What follows belongs to an exercise in optimizing a design on an open flow for small area and a short achievable clock period; a production flow would make more cautious choices.
Only simulation tests tie the RTL to the original design; equivalence was not proved.
The clock port is modelled as an ideal driver, which makes a skipped or thinned clock tree look cheaper than it is; a real chip needs a root buffer or a tree.

==> flow/design.v (excerpt) <==
module Conway(
    input clk,
    input load,
    input [255:0] data,
    output reg [255:0] q
);
Size in the first run: ~2300 cells after synthesis, about 260 flip-flops, roughly 510 I/O pins, about 32000 um^2 of cells after synthesis.
export LEC_CHECK = 0
export CAP_MARGIN = 20
export CORE_MARGIN = 2
export CORE_UTILIZATION = 65
export CTS_CLUSTER_DIAMETER = 100
export CTS_CLUSTER_SIZE = 32
export SETUP_SLACK_MARGIN = 2.7
export SLEW_MARGIN = 20
export SYNTH_HIERARCHICAL = 1
export SYNTH_MINIMUM_KEEP_SIZE = 0
create_clock -name core_clock -period 5.0 [get_ports {clk}]
standard.sh (not shown) runs the stock make flow with config.mk's settings and CLKGATE_MAP_FILE= SYNTH_SCRIPT=/design/flow/synth_recipe.tcl, a recipe that flattens the netlist after the stock synthesis.
==> flow/flow/run.sh <==
#!/bin/bash
# Standard ORFS layout, except that the port buffers are plain buf_1 cells
# instead of the delay-buffer cells buffer_ports picks by default.
set -euo pipefail
export BUFFER_PORTS_ARGS="-buffer_cell sky130_fd_sc_hd__buf_1"
bash standard.sh > standard.log 2>&1
The starting point finished with timing, DRC and antenna clean.
Then changed:
- CORE_UTILIZATION: 65 -> 40
- CTS_CLUSTER_DIAMETER: 100 -> unset
- CTS_CLUSTER_SIZE: 32 -> unset
- SETUP_SLACK_MARGIN: 2.7 -> unset
Final area went up by about 2%.
First-iteration DRC count came out lower by 21%.
Then changed:
==> flow/flow/run.sh (replaced) <==
#!/bin/bash
# Standard ORFS layout with two changes:
#  - port buffers are plain buf_1 cells instead of the delay-buffer cells
#    buffer_ports picks by default;
#  - before floorplanning, combinational cells are set to drive strength 1
#    (flow/downsize.tcl); timing repair upsizes where needed.
set -euo pipefail
here=$(pwd)
export BUFFER_PORTS_ARGS="-buffer_cell sky130_fd_sc_hd__buf_1"
export PRE_FLOORPLAN_TCL="$here/flow/downsize.tcl"
bash standard.sh > standard.log 2>&1
==> flow/flow/downsize.tcl (new file) <==
# Before floorplanning: give every combinational cell that synthesis mapped at
# a drive strength above 1 its _1 variant, when the library has one. Timing
# repair later upsizes again where a path needs it.
set db [ord::get_db]
set n 0
foreach inst [[ord::get_db_block] getInsts] {
  set master [$inst getMaster]
  set name [$master getName]
  if {[$master isSequential]} { continue }
  if {[regexp {^(sky130_fd_sc_hd__[a-z0-9]+)_([2-9]|1[0-9])$} $name -> base drive]} {
    set small [$db findMaster ${base}_1]
    if {$small ne "NULL" && $small ne ""} {
      $inst swapMaster $small
      incr n
    }
  }
}
puts "downsize: $n cells set to drive strength 1"
- CORE_UTILIZATION: 40 -> 75
- SETUP_SLACK_MARGIN: unset -> 2.7
The new run passed the timing, DRC and antenna checks; routed wire length came out higher by 4.9%; setup slack is about the same; fmax hardly moves; final area came out lower by about 6%; global-route usage grows by 26 points; first-iteration DRC count grows to 2.7 times its value; die area came out lower by about 50%.
Then changed:
--- a/flow/flow/run.sh
+++ b/flow/flow/run.sh
@@ -10,2 +10,3 @@
 export PRE_FLOORPLAN_TCL="$here/flow/downsize.tcl"
+export CTS_ARGS="-sink_clustering_enable -repair_clock_nets -sink_clustering_size 16 -sink_clustering_max_diameter 60 -sink_clustering_levels 1"
 bash standard.sh > standard.log 2>&1
- CORE_UTILIZATION: 75 -> 65
- SETUP_SLACK_MARGIN: 2.7 -> 2.8
Effect: Die area grows by 15%; wire length shrinks by 8.6%; utilization went down by 6.8 points; worst hold slack is worse by 0.015 ns.


Setup of onyx:
The RTL this note starts from:
==> flow/design.v <==
module Conway(
    input clk,
    input load,
    input [255:0] data,
    output reg [255:0] q
);
wire [255:0] p, g, vs, vc, nxt;
genvar i, j;
generate
for (i = 0; i < 16; i = i + 1) begin : row
    for (j = 0; j < 16; j = j + 1) begin : col
        conway_ha hv (.a(q[16*((i+15)%16) + j]), .b(q[16*((i+1)%16) + j]),
                      .s(p[16*i+j]), .co(g[16*i+j]));
        conway_vsum vsum (.p(p[16*i+j]), .g(g[16*i+j]), .x(q[16*i+j]),
                          .s(vs[16*i+j]), .c(vc[16*i+j]));
    end
end
for (i = 0; i < 16; i = i + 1) begin : row2
    for (j = 0; j < 16; j = j + 1) begin : col2
        wire n0, k, e0, e1;
        conway_fa f1 (.a(p[16*i+j]), .b(vs[16*i + (j+15)%16]), .c(vs[16*i + (j+1)%16]), .s(n0), .co(k));
        conway_fa f2 (.a(g[16*i+j]), .b(vc[16*i + (j+15)%16]), .c(vc[16*i + (j+1)%16]), .s(e0), .co(e1));
        conway_glue gl (.n0(n0), .k(k), .e0(e0), .e1(e1), .x(q[16*i+j]), .load(load), .d(data[16*i+j]), .y(nxt[16*i+j]));
    end
end
endgenerate
always @(posedge clk) q <= nxt;
endmodule
module conway_fa(input a, input b, input c, output s, output co);
    assign {co, s} = a + b + c;
endmodule
module conway_ha(input a, input b, output s, output co);
    assign {co, s} = a + b;
endmodule
module conway_vsum(input p, input g, input x, output s, output c);
    conway_xor sx (.a(p), .b(x), .y(s));
    conway_ao  cx (.a(p), .b(x), .c(g), .y(c));
endmodule
module conway_xor(input a, input b, output y);
    assign y = a ^ b;
endmodule
module conway_ao(input a, input b, input c, output y);
    assign y = (a & b) | c;
endmodule
module conway_glue(input n0, input k, input e0, input e1, input x, input load, input d, output y);
    wire life = ~e1 & (e0 ^ k) & (n0 | x);
    assign y = load ? d : life;
endmodule
Settings: LEC_CHECK=0, CAP_MARGIN=20, CORE_MARGIN=2, CORE_UTILIZATION=65, SETUP_SLACK_MARGIN=2.9, SLEW_MARGIN=20, SYNTH_HIERARCHICAL=1, SYNTH_MINIMUM_KEEP_SIZE=0; clock period 5.0 ns.
==> flow/flow/run.sh <==
#!/bin/bash
# Standard ORFS layout with two changes:
#  - port buffers are plain buf_1 cells instead of the delay-buffer cells
#    buffer_ports picks by default;
#  - before floorplanning, combinational cells are set to drive strength 1
#    (flow/downsize.tcl); timing repair upsizes where needed.
set -euo pipefail
here=$(pwd)
export BUFFER_PORTS_ARGS="-buffer_cell sky130_fd_sc_hd__buf_1"
export PRE_FLOORPLAN_TCL="$here/flow/downsize.tcl"
bash standard.sh > standard.log 2>&1
==> flow/flow/downsize.tcl <==
# Before floorplanning: give every combinational cell that synthesis mapped at
# a drive strength above 1 its _1 variant, when the library has one. Timing
# repair later upsizes again where a path needs it.
set db [ord::get_db]
set n 0
foreach inst [[ord::get_db_block] getInsts] {
  set master [$inst getMaster]
  set name [$master getName]
  if {[$master isSequential]} { continue }
  if {[regexp {^(sky130_fd_sc_hd__[a-z0-9]+)_([2-9]|1[0-9])$} $name -> base drive]} {
    set small [$db findMaster ${base}_1]
    if {$small ne "NULL" && $small ne ""} {
      $inst swapMaster $small
      incr n
    }
  }
}
puts "downsize: $n cells set to drive strength 1"
onyx: full flow OK, the timing, DRC and antenna checks passed
Setup changes, onyx to yarrow
# onyx
export LEC_CHECK = 0
export CAP_MARGIN = 20
export CORE_MARGIN = 2
export CORE_UTILIZATION = 65
export SETUP_SLACK_MARGIN = 2.9
export SLEW_MARGIN = 20
export SYNTH_HIERARCHICAL = 1
export SYNTH_MINIMUM_KEEP_SIZE = 0
create_clock -name core_clock -period 5.0 [get_ports {clk}]
# yarrow
export LEC_CHECK = 0
export CAP_MARGIN = 20
export CORE_MARGIN = 2
export CORE_UTILIZATION = 65
export CTS_BUF_LIST = sky130_fd_sc_hd__clkbuf_8
export SETUP_SLACK_MARGIN = 2.8
export SLEW_MARGIN = 20
export SYNTH_HIERARCHICAL = 1
export SYNTH_MINIMUM_KEEP_SIZE = 0
create_clock -name core_clock -period 5.0 [get_ports {clk}]
Total inserted antenna cells in yarrow is about 14% higher than in onyx. Relative to onyx, data arrival time of the worst path has gone up in yarrow. Final cell area excluding filler cells (yarrow vs. onyx) increases slightly. Minimum hold slack: yarrow vs onyx down 0.086 ns. As far as total half-perimeter wirelength after legalization and detailed placement goes, yarrow and onyx are indistinguishable; the numbers are identical.


// Conway: RTL as listed in full above, without the edits since
Settings: LEC_CHECK=0, CAP_MARGIN=20, CORE_MARGIN=2, CORE_UTILIZATION=60, SETUP_SLACK_MARGIN=2.8, SLEW_MARGIN=20, SYNTH_HIERARCHICAL=1, SYNTH_MINIMUM_KEEP_SIZE=0; clock period 5.0 ns.
==> flow/flow/run.sh <==
#!/bin/bash
# Standard ORFS layout with three changes:
#  - port buffers are plain buf_1 cells instead of the delay-buffer cells
#    buffer_ports picks by default;
#  - before floorplanning, combinational cells are set to drive strength 1
#    (flow/downsize.tcl); timing repair upsizes where needed;
#  - the clock tree is a balanced two-level tree (flow/my_cts.tcl: one root
#    buffer, one leaf buffer per group of about 21 registers) instead of
#    TritonCTS's three levels, for a shorter insertion delay.
set -euo pipefail
here=$(pwd)
export BUFFER_PORTS_ARGS="-buffer_cell sky130_fd_sc_hd__buf_1"
export PRE_FLOORPLAN_TCL="$here/flow/downsize.tcl"
export PRE_CTS_TCL="$here/flow/pre_cts.tcl"
bash standard.sh > standard.log 2>&1
Scripts as last shown in full above: flow/flow/downsize.tcl
Other scripts of this flow, unchanged in this note and not shown: flow/flow/my_cts.tcl, flow/flow/pre_cts.tcl
Then changed:
- CORE_UTILIZATION: 60 -> 70
Result: Setup slack improves by 0.054 ns.
In every run of this note, the design's own scripts or RTL, not TritonCTS, make the clock network.


== the reference run ==
RTL: the design.v shown in full above, as it stands there.
==> flow/config.mk <==
export PLATFORM = sky130hd
export DESIGN_NAME = Conway
export DESIGN_NICKNAME = Conway
export VERILOG_FILES = /design/flow/design.v
export SDC_FILE = /design/flow/constraint.sdc
export NUM_CORES = 4
export LEC_CHECK = 0
export CAP_MARGIN = 20
export CORE_MARGIN = 2
export CORE_UTILIZATION = 65
export SETUP_SLACK_MARGIN = 2.8
export SLEW_MARGIN = 20
export SYNTH_HIERARCHICAL = 1
export SYNTH_MINIMUM_KEEP_SIZE = 0
==> flow/constraint.sdc <==
create_clock -name core_clock -period 5.0 [get_ports {clk}]
set_input_delay 1.0000 -clock core_clock [delete_from_list [all_inputs] [get_ports {clk}]]
set_output_delay 1.0000 -clock core_clock [all_outputs]
set_load 0.01 [all_outputs]
==> flow/flow/my_cts.tcl <==
# Two-level clock tree: the clock port drives one root buffer at the centre of
# the registers, which drives one leaf buffer per group of registers; the
# registers are split into nx x ny groups of equal size by position.
set nx 3
set ny 4
set leaf_master sky130_fd_sc_hd__clkbuf_16
set root_master sky130_fd_sc_hd__clkbuf_16
set db [ord::get_db]
set block [ord::get_db_block]
set clk_net [$block findNet clk]
set sinks {}
foreach it [$clk_net getITerms] {
  set inst [$it getInst]
  lassign [$inst getLocation] x y
  set m [$inst getMaster]
  lappend sinks [list $it [expr {$x + [$m getWidth]/2}] [expr {$y + [$m getHeight]/2}]]
}
set n [llength $sinks]
puts "my_cts: $n sinks"
# split by x into nx columns, each column by y into ny groups
set byx [lsort -integer -index 1 $sinks]
set groups {}
set per_col [expr {double($n) / $nx}]
for {set c 0} {$c < $nx} {incr c} {
  set col [lrange $byx [expr {int(round($c*$per_col))}] [expr {int(round(($c+1)*$per_col))-1}]]
  set col [lsort -integer -index 2 $col]
  set m [llength $col]
  set per [expr {double($m) / $ny}]
  for {set r 0} {$r < $ny} {incr r} {
    lappend groups [lrange $col [expr {int(round($r*$per))}] [expr {int(round(($r+1)*$per))-1}]]
  }
}
set lm [$db findMaster $leaf_master]
set rm [$db findMaster $root_master]
set root_net [odb::dbNet_create $block clknet_root]
$root_net setSigType CLOCK
set k 0
set sx 0; set sy 0
foreach grp $groups {
  set cx 0; set cy 0
  foreach s $grp { incr cx [lindex $s 1]; incr cy [lindex $s 2] }
  set cx [expr {$cx / [llength $grp]}]
  set cy [expr {$cy / [llength $grp]}]
  set leaf [odb::dbInst_create $block $lm clkbuf_leaf_$k]
  $leaf setLocation [expr {$cx - [$lm getWidth]/2}] [expr {$cy - [$lm getHeight]/2}]
  $leaf setPlacementStatus PLACED
  set net [odb::dbNet_create $block clknet_leaf_$k]
  $net setSigType CLOCK
  foreach s $grp {
    set it [lindex $s 0]
    $it disconnect
    $it connect $net
  }
  [$leaf findITerm X] connect $net
  [$leaf findITerm A] connect $root_net
  incr sx $cx; incr sy $cy
  puts "my_cts: leaf $k at ($cx, $cy) drives [llength $grp] sinks"
  incr k
}
set rx [expr {$sx / $k}]
set ry [expr {$sy / $k}]
set root [odb::dbInst_create $block $rm clkbuf_root]
$root setLocation [expr {$rx - [$rm getWidth]/2}] [expr {$ry - [$rm getHeight]/2}]
$root setPlacementStatus PLACED
[$root findITerm A] connect $clk_net
[$root findITerm X] connect $root_net
puts "my_cts: root at ($rx, $ry) drives $k leaves"
Scripts as last shown in full above: flow/flow/run.sh, flow/flow/downsize.tcl
Other scripts of this flow, unchanged in this note and not shown: flow/flow/pre_cts.tcl
diff inputs: the reference run => the trial run
- SETUP_SLACK_MARGIN: 2.8 -> 3.0
--- a/flow/flow/my_cts.tcl
+++ b/flow/flow/my_cts.tcl
@@ -3,4 +3,4 @@
 # registers are split into nx x ny groups of equal size by position.
-set nx 3
-set ny 4
+set nx 2
+set ny 6
 set leaf_master sky130_fd_sc_hd__clkbuf_16
==> run notes <==
Looking at the logs for the reference run and the trial run, the single run that did not finish was the trial run.
The placed cell area was comparable across the reference run and the trial run.
Going from the reference run to the trial run, post-synth net total roughly the same; starting density of the core roughly the same; number of setup buffers added after CTS roughly the same; number of placement rows roughly the same; number of top-level pins roughly the same.
Number of port buffers came out exactly the same in the reference run and the trial run.
Taking the reference run as the reference, in the trial run number of gates resized after cts now larger, x dimension of the die comparable, synthesized cell count comparable.
In the reference run the design's own scripts or RTL, not TritonCTS, make the clock network.

==> separate check: timing with driven ports <==
The flow's constraints put no driver on any port. The routed layouts listed below were extracted and timed again, unchanged, in two steps. Step 1 (the two cells are an assumption about what drives the block):
set clk [get_ports {clk}]
set_driving_cell -lib_cell sky130_fd_sc_hd__clkbuf_16 $clk
set_driving_cell -lib_cell sky130_fd_sc_hd__buf_2 [delete_from_list [all_inputs] $clk]
Step 2 moves the port delays by t, midway between the first and last clock arrival at a register: inputs arrive t later, outputs are due t later. That takes back most of the time a late clock gives input paths. Slacks: ideal ports / drivers / drivers and shift; pairs: ideal ports / drivers.
| run | t, ns | setup slack, ns | cell pins on the clock port's net |
|---|---|---|---|
| the first run of note 1 | 0.595 | 2.721 / 2.659 / 2.286 | 1 |
| the second run of note 1 | 0.620 | 2.490 / 2.426 / 2.056 | 1 |
| the third run of note 1 | 0.631 | 2.490 / 2.490 / 2.199 | 1 |
| the fourth run of note 1 | 0.623 | 2.755 / 2.750 / 2.248 | 1 |
| onyx | 0.629 | 2.430 / 2.430 / 2.228 | 1 |
| yarrow | 0.744 | 2.023 / 2.023 / 2.023 | 1 |
| the first run of note 3 | 0.551 | 2.738 / 2.678 / 2.681 | 1 |
| the second run of note 3 | 0.542 | 2.791 / 2.738 / 2.604 | 1 |
| the reference run | 0.550 | 2.788 / 2.728 / 2.716 | 1 |
After both steps every run listed still meets setup and hold. The setup slack of the fourth run of note 1, which loses most, moves by -0.005 ns with the drivers and by -0.507 ns with both steps.
